This is an optimization exercise on Yosys and OpenROAD, whose aim is small area, not a production implementation. At most, simulation tests tie the RTL to the original design; equivalence was not proved. Power and IR drop assume default switching activity.

Setup of 07-04:
==> flow/design.v <==
module spi_top(
    input clk,rst,wr,
    input [7:0]din,addr,
    output done,err,
    output [7:0]dout
);
reg [127:0] ring0;
reg [127:0] ring1;
reg [3:0] ptr;
reg clr;
reg [4:0] cnt;
reg [7:0] cap;
wire ok  = (addr[7:5] == 3'd0);
wire hit = (ptr == addr[3:0]);
wire we  = wr & ok & hit;
wire [7:0] d0 = (we & ~addr[4]) ? din : (clr ? 8'd0 : ring0[127:120]);
wire [7:0] d1 = (we &  addr[4]) ? din : (clr ? 8'd0 : ring1[127:120]);
reg done_r, err_r;
assign done = done_r;
assign err  = err_r;
assign dout = cap;
always @(posedge clk) begin
    ring0 <= {ring0[119:0], d0};
    ring1 <= {ring1[119:0], d1};
    if (hit | ~ok)
        cap <= (wr | ~ok | clr) ? 8'd0 : (addr[4] ? ring1[127:120] : ring0[127:120]);
    if (rst) begin
        ptr <= 4'd0;
        clr <= 1'b1;
        cnt <= 5'd0;
        done_r <= 1'b0;
        err_r <= 1'b0;
    end
    else begin
        ptr <= ptr + 4'd1;
        if (ptr == 4'd15)
            clr <= 1'b0;
        cnt <= done_r ? 5'd1 : cnt + 5'd1;
        done_r <= ok ? (wr ? (cnt == 5'd22) : (cnt == 5'd23)) : (cnt == 5'd3);
        err_r <= ~ok & (cnt == 5'd3);
    end
end
endmodule
clock: 8.0 ns
lec_check: 0
cap_margin: 20
core_margin: 2
core_utilization: 70
slew_margin: 20
standard.sh (not shown) runs the stock make flow with config.mk's settings and CLKGATE_MAP_FILE= SYNTH_SCRIPT=/design/flow/synth_recipe.tcl, a recipe that flattens the netlist after the stock synthesis.
==> flow/flow/run.sh <==
#!/bin/bash
# Standard layout, with these changes:
# - after floorplanning, the combinational logic is re-mapped for area
#   (restructure.tcl), with a library copy that leaves out the platform's
#   don't-use cells (filter_lib.py);
# - the port buffers are the smallest buffer (buf_1);
# - cells with timing slack to spare are downsized before detailed placement
#   (recover.tcl);
# - clock tree synthesis clusters up to 20 flip-flops per clkbuf_8, builds
#   the tree above them from clkbuf_4 and inserts no dummy loads.
# Each ORFS step logs to orfs/logs/; make's output goes to standard.log.
set -euo pipefail
mkdir -p rmp
python3 flow/filter_lib.py \
  "$FLOW_HOME/platforms/sky130hd/lib/sky130_fd_sc_hd__tt_025C_1v80.lib" \
  rmp/lib.lib 'lpflow|probe' > rmp/filter_lib.log 2>&1
bash standard.sh \
  POST_FLOORPLAN_TCL="$PWD/flow/restructure.tcl" \
  BUFFER_PORTS_ARGS="-buffer_cell sky130_fd_sc_hd__buf_1" \
  PRE_DETAIL_PLACE_TCL="$PWD/flow/recover.tcl" \
  CTS_ARGS="-sink_clustering_enable -repair_clock_nets -sink_clustering_size 20 -sink_clustering_max_diameter 70 -buf_list sky130_fd_sc_hd__clkbuf_8 -root_buf sky130_fd_sc_hd__clkbuf_4 -tree_buf sky130_fd_sc_hd__clkbuf_4 -dont_use_dummy_load" \
  finish > standard.log 2>&1
Other scripts of this flow, unchanged in this note and not shown: flow/flow/filter_lib.py, flow/flow/recover.tcl, flow/flow/restructure.tcl
In summary, 07-04 completed successfully, with a layout that passed the timing, design-rule and antenna checks.
Modified inputs, 11-03 compared to 07-04
==> flow/design.v <==
module spi_top(
    input clk,rst,wr,
    input [7:0]din,addr,
    output done,err,
    output [7:0]dout
);
reg [127:0] ring0;
reg [127:0] ring1;
reg [3:0] ptr;
reg clr;
reg [4:0] cnt;
reg [7:0] cap;
reg done_r, err_r;
wire ok  = (addr[7:5] == 3'd0);
wire done_n = ok ? (wr ? (cnt == 5'd13) : (cnt == 5'd26)) : (cnt == 5'd7);
wire hit = (ptr == addr[3:0]);
wire we  = wr & ok & hit & (cnt != 5'd0);
wire [7:0] d0 = (we & ~addr[4]) ? din : (clr ? 8'd0 : ring0[127:120]);
wire [7:0] d1 = (we &  addr[4]) ? din : (clr ? 8'd0 : ring1[127:120]);
assign done = done_r;
assign err  = err_r;
assign dout = cap;
always @(posedge clk) begin
    ring0 <= {ring0[119:0], d0};
    ring1 <= {ring1[119:0], d1};
    if (hit | ~ok)
        cap <= (wr | ~ok | clr) ? 8'd0 : (addr[4] ? ring1[127:120] : ring0[127:120]);
    if (rst) begin
        ptr <= 4'd0;
        clr <= 1'b1;
        cnt <= 5'd0;
        done_r <= 1'b0;
        err_r <= 1'b0;
    end
    else begin
        ptr <= ptr + 4'd1;
        if (ptr == 4'd15)
            clr <= 1'b0;
        cnt <= done_n ? 5'd0 : {cnt[3:0], ~(cnt[4] ^ cnt[2])};
        done_r <= done_n;
        err_r <= ~ok & (cnt == 5'd7);
    end
end
endmodule
| setup slack of the critical path after layout | lower: 11-03 |
Between 07-04 and 11-03, the share of final layout cell area taken by clock buffers and inverters figures differ only marginally.
Summary of 11-03 over 07-04: final instance area now sits at about the same level; via count of the routed design now sits higher; number of multi-input combinational cells in the layout now sits higher.
Cmp 07-04 and 11-03 / first-pass GRT wire length / lower: 07-04
11-03 vs 07-04: synthesized area per cell down slightly
| sequential power | 11-03 vs 07-04 | ≈ equal |
Run comparison: 11-03 launch point of the worst path addr[1]; 07-04 launch point of the worst path addr[4]
The post-synthesis instance area on 11-03 is in line with that on 07-04.
In terms of switching power share of the total, 11-03 and 07-04 differ only marginally.
Re final critical-path required period: 07-04 was lower than 11-03.
Comparing 07-04 against 11-03, there is no change at all in reported max-cap violation count.
Post-detailed-route DRC marker count: 11-03 vs 07-04 identical
Function not checked in 11-03: the RTL went through the layout flow alone.

---

## zinc
spi_top, a different RTL version from the one above (not shown whole).
Size: about 360 cells after synthesis, ~29 I/O pins, ~6300 sq um of cells after synthesis.
==> module spi_top, before the edit <==
module spi_top(
    input clk,rst,wr,
    input [7:0]din,addr,
    output done,err,
    output [7:0]dout
);
reg [127:0] ring0;
reg [127:0] ring1;
reg [3:0] ptr;
reg clr;
reg [4:0] cnt;
reg [7:0] cap;
reg done_r, err_r;
wire ok  = (addr[7:5] == 3'd0);
wire done_n = ok ? (wr ? (cnt == 5'd13) : (cnt == 5'd26)) : (cnt == 5'd7);
wire [3:0] ptr_n = ptr + 4'd1;
wire clr_n = clr & (ptr != 4'd15);
reg hit_r, k0, k1;
wire start = (cnt == 5'd0);
wire hit_n = (ptr_n == addr[3:0]) & ~start;
wire we_n  = wr & ok & hit_n;
wire hit = hit_r;
wire we0 = wr & ok & hit_r & ~addr[4];
wire we1 = wr & ok & hit_r &  addr[4];
wire [7:0] d0 = (din & {8{we0}}) | (ring0[127:120] & {8{k0}});
wire [7:0] d1 = (din & {8{we1}}) | (ring1[127:120] & {8{k1}});
assign done = done_r;
assign err  = err_r;
assign dout = cap;
always @(posedge clk) begin
    ring0 <= {ring0[119:0], d0};
    ring1 <= {ring1[119:0], d1};
    if (hit | ~ok)
        cap <= (wr | ~ok | clr) ? 8'd0 : (addr[4] ? ring1[127:120] : ring0[127:120]);
    if (rst) begin
        ptr <= 4'd0;
        clr <= 1'b1;
        cnt <= 5'd0;
        done_r <= 1'b0;
        err_r <= 1'b0;
        hit_r <= 1'b0;
        k0 <= 1'b0;
        k1 <= 1'b0;
    end
    else begin
        ptr <= ptr_n;
        clr <= clr_n;
        hit_r <= hit_n;
        k0 <= ~(we_n & ~addr[4]) & ~clr_n;
        k1 <= ~(we_n &  addr[4]) & ~clr_n;
        cnt <= done_n ? 5'd0 : {cnt[3:0], ~(cnt[4] ^ cnt[2])};
        done_r <= done_n;
        err_r <= ~ok & (cnt == 5'd7);
    end
end
endmodule
clock: 8.0 ns
lec_check: 0
cap_margin: 20
core_margin: 2
core_utilization: 70
cts_buf_list: sky130_fd_sc_hd__clkbuf_8
cts_cluster_diameter: 50
cts_cluster_size: 20
slew_margin: 20
==> flow/flow/run.sh <==
#!/bin/bash
# Standard layout, with three changes: the port buffers are the smallest
# buffer (buf_1), clock tree synthesis inserts no dummy loads, and cells
# with timing slack to spare are downsized before detailed placement.
set -euo pipefail
bash standard.sh \
  BUFFER_PORTS_ARGS="-buffer_cell sky130_fd_sc_hd__buf_1" \
  PRE_DETAIL_PLACE_TCL="$PWD/flow/recover.tcl" \
  CTS_ARGS="-sink_clustering_enable -repair_clock_nets -sink_clustering_size 20 -sink_clustering_max_diameter 50 -buf_list sky130_fd_sc_hd__clkbuf_8 -dont_use_dummy_load" \
  finish > standard.log 2>&1
==> flow/flow/recover.tcl <==
# Downsize cells on paths with timing slack to spare (ORFS hook, sourced
# before detailed placement).
estimate_parasitics -placement
repair_timing -recover_power 100
Both conditions hold for zinc: the flow ran to the end and the final layout passed the timing, design-rule and antenna checks.
## Diff of input files: cedar against zinc
==> flow/design.v <==
module spi_top(
    input clk,rst,wr,
    input [7:0]din,addr,
    output done,err,
    output [7:0]dout
);
reg [127:0] ring0;
reg [127:0] ring1;
reg [3:0] ptr;
reg clr;
reg [4:0] cnt;
reg [7:0] cap;
wire ok  = (addr[7:5] == 3'd0);
wire hit = (ptr == addr[3:0]);
wire we  = wr & ok & hit;
wire [7:0] d0 = (we & ~addr[4]) ? din : (clr ? 8'd0 : ring0[127:120]);
wire [7:0] d1 = (we &  addr[4]) ? din : (clr ? 8'd0 : ring1[127:120]);
reg done_r, err_r;
assign done = done_r;
assign err  = err_r;
assign dout = cap;
always @(posedge clk) begin
    ring0 <= {ring0[119:0], d0};
    ring1 <= {ring1[119:0], d1};
    if (hit | ~ok)
        cap <= (wr | ~ok | clr) ? 8'd0 : (addr[4] ? ring1[127:120] : ring0[127:120]);
    if (rst) begin
        ptr <= 4'd0;
        clr <= 1'b1;
        cnt <= 5'd0;
        done_r <= 1'b0;
        err_r <= 1'b0;
    end
    else begin
        ptr <= ptr + 4'd1;
        if (ptr == 4'd15)
            clr <= 1'b0;
        cnt <= done_r ? 5'd1 : cnt + 5'd1;
        done_r <= ok ? (wr ? (cnt == 5'd22) : (cnt == 5'd23)) : (cnt == 5'd3);
        err_r <= ~ok & (cnt == 5'd3);
    end
end
endmodule
==> comparison <==
cedar vs. zinc: area of the mapped netlist went up by 48 sq um. Changes observed in cedar relative to zinc: power went down, synthesized cell count saw an increase, starting utilization of the core area picked up an extra 0.19 points. For cedar, the largest family of logic cells by synthesized area was multiplexers, unlike zinc, where it was simple AND/OR/NAND/NOR gates. [cedar vs zinc] proportion of cell area occupied by registers: lower in cedar. Post-detailed-routing wire length of cedar is on par with zinc. Per the comparison of cedar with zinc, final design utilization decreased 0.17 points, floorplan core area increased about 0.5%, number of nets at the end of the flow increased 1.9%, worst-case setup margin in the final layout increased 43 ps. Re post-layout minimum cycle time: zinc was higher than cedar. Compared with zinc, cedar shows a higher cell count.
Only the layout flow was run in zinc; the RTL was not checked for function there.

---

Another version of the RTL of spi_top (not shown whole).
Size: ~400 cells after synthesis, ~280 flip-flops, about 0.0064 mm² of cells after synthesis.
==> module spi_top, before the edit <==
module spi_top(
    input clk,rst,wr,
    input [7:0]din,addr,
    output done,err,
    output [7:0]dout
);
reg [127:0] ring0;
reg [127:0] ring1;
reg [3:0] ptr;
reg clr;
reg [4:0] cnt;
reg [7:0] cap;
reg done_r, err_r;
localparam [4:0] C3 = 5'd6, C22 = 5'd2, C23 = 5'd4;
wire ok     = (addr[7:5] == 3'd0);
wire done_n = ok ? (wr ? (cnt == C22) : (cnt == C23)) : (cnt == C3);
wire hit    = (ptr == addr[3:0]);
wire we     = wr & ok & hit & (cnt != 5'd0);
wire [7:0] d0 = (we & ~addr[4]) ? din : (clr ? 8'd0 : ring0[127:120]);
wire [7:0] d1 = (we &  addr[4]) ? din : (clr ? 8'd0 : ring1[127:120]);
wire cap_en = hit | ~ok;
wire cap_rd = cap_en & ~(wr | ~ok | clr);
wire cap_s0 = cap_rd & ~addr[4];
wire cap_s1 = cap_rd &  addr[4];
assign done = done_r;
assign err  = err_r;
assign dout = cap;
always @(posedge clk) begin
    ring0 <= {ring0[119:0], d0};
    ring1 <= {ring1[119:0], d1};
    cap <= (cap & {8{~cap_en}}) | (ring0[127:120] & {8{cap_s0}}) | (ring1[127:120] & {8{cap_s1}});
    if (rst) begin
        ptr <= 4'd0;
        clr <= 1'b1;
        cnt <= 5'd0;
        done_r <= 1'b0;
        err_r <= 1'b0;
    end
    else begin
        ptr <= ptr + 4'd1;
        if (ptr == 4'd15)
            clr <= 1'b0;
        cnt <= done_n ? 5'd0 : {cnt[3:0], ~(cnt[4] ^ cnt[1])};
        done_r <= done_n;
        err_r <= ~ok & (cnt == C3);
    end
end
endmodule
Settings: LEC_CHECK=0, CAP_MARGIN=20, CORE_MARGIN=2, CORE_UTILIZATION=70, SLEW_MARGIN=20; clock period 8.0 ns.
==> flow/flow/run.sh <==
#!/bin/bash
# Standard layout, with these changes:
# - after floorplanning, the combinational logic is re-mapped for area
#   (restructure.tcl), with a library copy that leaves out the platform's
#   don't-use cells (filter_lib.py);
# - the port buffers are the smallest buffer (buf_1);
# - cells with timing slack to spare are downsized before detailed placement
#   (recover.tcl);
# - clock tree synthesis clusters up to 20 flip-flops per clkbuf_8, builds
#   the tree above them from clkbuf_4 and inserts no dummy loads.
# Each ORFS step logs to orfs/logs/; make's output goes to standard.log.
set -euo pipefail
mkdir -p rmp
python3 flow/filter_lib.py \
  "$FLOW_HOME/platforms/sky130hd/lib/sky130_fd_sc_hd__tt_025C_1v80.lib" \
  rmp/lib.lib 'lpflow|probe' > rmp/filter_lib.log 2>&1
bash standard.sh \
  POST_FLOORPLAN_TCL="$PWD/flow/restructure.tcl" \
  BUFFER_PORTS_ARGS="-buffer_cell sky130_fd_sc_hd__buf_1" \
  PRE_DETAIL_PLACE_TCL="$PWD/flow/recover.tcl" \
  CTS_ARGS="-sink_clustering_enable -repair_clock_nets -sink_clustering_size 20 -sink_clustering_max_diameter 70 -buf_list sky130_fd_sc_hd__clkbuf_8 -root_buf sky130_fd_sc_hd__clkbuf_4 -tree_buf sky130_fd_sc_hd__clkbuf_4 -dont_use_dummy_load" \
  finish > standard.log 2>&1
Scripts as last shown in full above: flow/flow/recover.tcl
Other scripts of this flow, unchanged in this note and not shown: flow/flow/filter_lib.py, flow/flow/restructure.tcl
Next try:
==> flow/design.v (replaced) <==
module spi_top(
    input clk,rst,wr,
    input [7:0]din,addr,
    output done,err,
    output [7:0]dout
);
reg [127:0] ring0;
reg [127:0] ring1;
reg [3:0] ptr;
reg clr;
reg [4:0] cnt;
reg [7:0] cap;
wire ok  = (addr[7:5] == 3'd0);
wire hit = (ptr == addr[3:0]);
wire we  = wr & ok & hit & (cnt != 5'd0);
wire [7:0] d0 = (we & ~addr[4]) ? din : (clr ? 8'd0 : ring0[127:120]);
wire [7:0] d1 = (we &  addr[4]) ? din : (clr ? 8'd0 : ring1[127:120]);
reg done_r, err_r;
assign done = done_r;
assign err  = err_r;
assign dout = cap;
always @(posedge clk) begin
    ring0 <= {ring0[119:0], d0};
    ring1 <= {ring1[119:0], d1};
    if (hit | ~ok)
        cap <= (wr | ~ok | clr) ? 8'd0 : (addr[4] ? ring1[127:120] : ring0[127:120]);
    if (rst) begin
        ptr <= 4'd0;
        clr <= 1'b1;
        cnt <= 5'd0;
        done_r <= 1'b0;
        err_r <= 1'b0;
    end
    else begin
        ptr <= ptr + 4'd1;
        if (ptr == 4'd15)
            clr <= 1'b0;
        cnt <= done_r ? 5'd1 : {cnt[3:0], ~(cnt[4] ^ cnt[2])};
        done_r <= ok ? (wr ? (cnt == 5'd13) : (cnt == 5'd26)) : (cnt == 5'd7);
        err_r <= ~ok & (cnt == 5'd7);
    end
end
endmodule
Result: Global-route usage came out higher by 0.49 points. Design area came out higher by 0.55%. Worst setup slack improves by 350 ps. Utilization came out higher by 0.78 points. Maximum frequency came out higher by 11%. Clock skew barely changes. Cell count came out lower by 1.6%.
For the second run of this note, only the layout was checked, not whether the RTL still works.

---

spi_top, a different RTL version from the one above (not shown whole).
Size in the first run: ~280 flip-flops, roughly 29 I/O pins, ~0.0063 sq mm of cells after synthesis.
==> module spi_top, before the edit <==
module spi_top(
    input clk,rst,wr,
    input [7:0]din,addr,
    output done,err,
    output [7:0]dout
);
reg [127:0] ring0;
reg [127:0] ring1;
reg [3:0] ptr;
reg clr;
reg [4:0] cnt;
reg [7:0] cap;
reg done_r, err_r;
localparam [4:0] C3 = 5'd7, C22 = 5'd13, C23 = 5'd26;
wire ok     = (addr[7:5] == 3'd0);
wire done_n = ok ? (wr ? (cnt == C22) : (cnt == C23)) : (cnt == C3);
wire hit    = (ptr == addr[3:0]);
wire we     = wr & ok & hit & (cnt != 5'd0);
wire [7:0] d0 = (we & ~addr[4]) ? din : (clr ? 8'd0 : ring0[127:120]);
wire [7:0] d1 = (we &  addr[4]) ? din : (clr ? 8'd0 : ring1[127:120]);
assign done = done_r;
assign err  = err_r;
assign dout = cap;
always @(posedge clk) begin
    ring0 <= {ring0[119:0], d0};
    ring1 <= {ring1[119:0], d1};
    if (hit | ~ok)
        cap <= (wr | ~ok | clr) ? 8'd0 : (addr[4] ? ring1[127:120] : ring0[127:120]);
    if (rst) begin
        ptr <= 4'd0;
        clr <= 1'b1;
        cnt <= 5'd0;
        done_r <= 1'b0;
        err_r <= 1'b0;
    end
    else begin
        ptr <= ptr + 4'd1;
        if (ptr == 4'd15)
            clr <= 1'b0;
        cnt <= done_n ? 5'd0 : {cnt[3:0], ~(cnt[4] ^ cnt[2])};
        done_r <= done_n;
        err_r <= ~ok & (cnt == C3);
    end
end
endmodule
Settings: LEC_CHECK=0, CAP_MARGIN=20, CORE_MARGIN=2, CORE_UTILIZATION=70, SLEW_MARGIN=20; clock period 8.0 ns.
==> flow/flow/filter_lib.py <==
#!/usr/bin/env python3
"""Copy a Liberty file, leaving out the cells whose names match a pattern."""
import re, sys
src, dst, pat = sys.argv[1], sys.argv[2], re.compile(sys.argv[3])
text = open(src).read()
out = []
i = 0
cell = re.compile(r'\n(\s*)cell\s*\(\s*"?([\w]+)"?\s*\)\s*\{')
while True:
    m = cell.search(text, i)
    if not m:
        out.append(text[i:])
        break
    # find the end of this cell group by brace counting
    j = m.end()
    depth = 1
    while depth:
        c = text[j]
        if c == '{':
            depth += 1
        elif c == '}':
            depth -= 1
        j += 1
    out.append(text[i:m.start()])
    if not pat.search(m.group(2)):
        out.append(text[m.start():j])
    i = j
open(dst, 'w').write(''.join(out))
==> flow/flow/restructure.tcl <==
# ORFS hook, sourced at the end of floorplanning: re-map the combinational
# logic for area with ABC (OpenROAD's restructure). ABC reads a copy of the
# platform's library without its don't-use cells, which run.sh writes to
# rmp/ in the work folder. Registers are not touched.
set work [file normalize [file join [file dirname [info script]] ..]]
set tiehi [join $::env(TIEHI_CELL_AND_PORT) /]
set tielo [join $::env(TIELO_CELL_AND_PORT) /]
report_design_area
restructure -target area -liberty_file $work/rmp/lib.lib \
  -tiehi_port $tiehi -tielo_port $tielo -work_dir $work/rmp \
  -abc_logfile $work/rmp/abc.log
report_design_area
Scripts as last shown in full above: flow/flow/run.sh, flow/flow/recover.tcl
Then changed:
==> flow/design.v (replaced) <==
module spi_top(
    input clk,rst,wr,
    input [7:0]din,addr,
    output done,err,
    output [7:0]dout
);
reg [127:0] ring0;
reg [127:0] ring1;
reg [3:0] ptr;
reg clr;
reg [4:0] cnt;
reg [7:0] cap;
reg done_r, err_r;
reg hit, k0, k1;
localparam [4:0] C3 = 5'd7, C22 = 5'd13, C23 = 5'd26;
wire ok     = (addr[7:5] == 3'd0);
wire start  = (cnt == 5'd0);
wire done_n = ok ? (wr ? (cnt == C22) : (cnt == C23)) : (cnt == C3);
wire [3:0] ptr_n = ptr + 4'd1;
wire clr_n = clr & (ptr != 4'd15);
wire hit_n = (ptr_n == addr[3:0]) & ~start;
wire we_n  = wr & ok & hit_n;
wire we0   = wr & ok & hit & ~addr[4];
wire we1   = wr & ok & hit &  addr[4];
wire [7:0] d0 = (din & {8{we0}}) | (ring0[127:120] & {8{k0}});
wire [7:0] d1 = (din & {8{we1}}) | (ring1[127:120] & {8{k1}});
assign done = done_r;
assign err  = err_r;
assign dout = cap;
always @(posedge clk) begin
    ring0 <= {ring0[119:0], d0};
    ring1 <= {ring1[119:0], d1};
    if (hit | ~ok)
        cap <= (wr | ~ok | clr) ? 8'd0 : (addr[4] ? ring1[127:120] : ring0[127:120]);
    if (rst) begin
        ptr <= 4'd0;
        clr <= 1'b1;
        cnt <= 5'd0;
        done_r <= 1'b0;
        err_r <= 1'b0;
        hit <= 1'b0;
        k0 <= 1'b0;
        k1 <= 1'b0;
    end
    else begin
        ptr <= ptr_n;
        clr <= clr_n;
        cnt <= done_n ? 5'd0 : {cnt[3:0], ~(cnt[4] ^ cnt[2])};
        done_r <= done_n;
        err_r <= ~ok & (cnt == C3);
        hit <= hit_n;
        k0 <= ~(we_n & ~addr[4]) & ~clr_n;
        k1 <= ~(we_n &  addr[4]) & ~clr_n;
    end
end
endmodule
After rerunning: Final area climbs by 1.2%. Via count went up by 0.39%. Non-clock buffer count stays the same. Core utilization increases by 1.2 points. Register-to-register slack gains 1200 ps. Worst setup slack is better by 730 ps. Die area is lower by 0.58%. Count of clock-buffer cells in the layout does not change. Cell count goes up by 5.5%. Sequential power stays flat.

## static timing again, ports no longer ideal
In the flow no input, the clock included, has a driving cell. The finished layouts below were timed again as built, in two steps. Step 1, drivers: a clkbuf_16 drives clk and a buf_2 each remaining input, both assumed. Step 2, shift: input delay + t, output delay - t, t = (earliest + latest rising clock arrival at the registers) / 2. This alone moves slack from input paths to output paths. Slacks: ideal / step 1 / step 2; pairs: ideal / step 1.
run	shift t [ns]	slack for setup (ns)	slew at the worst register clock pin (ns)	cell pins on the clock port's net
07-04	0.598	4.792 / 4.781 / 4.183	0.11 / 0.11	1
11-03	0.579	4.254 / 4.263 / 3.684	0.12 / 0.12	1
zinc	0.514	4.965 / 4.976 / 4.462	0.11 / 0.11	1
cedar	0.512	5.008 / 5.018 / 4.506	0.11 / 0.11	1
the first run of note 3	0.586	4.346 / 4.357 / 3.772	0.12 / 0.12	1
the second run of note 3	0.595	4.694 / 4.703 / 4.108	0.11 / 0.11	1
the first run of note 4	0.579	4.254 / 4.263 / 3.684	0.12 / 0.12	1
the second run of note 4	0.585	4.988 / 4.996 / 4.411	0.11 / 0.11	1
After both steps setup and hold are still met in every run listed. For 07-04, which loses most, drivers alone change the setup slack by -0.011 ns; drivers and shift together by -0.609 ns.
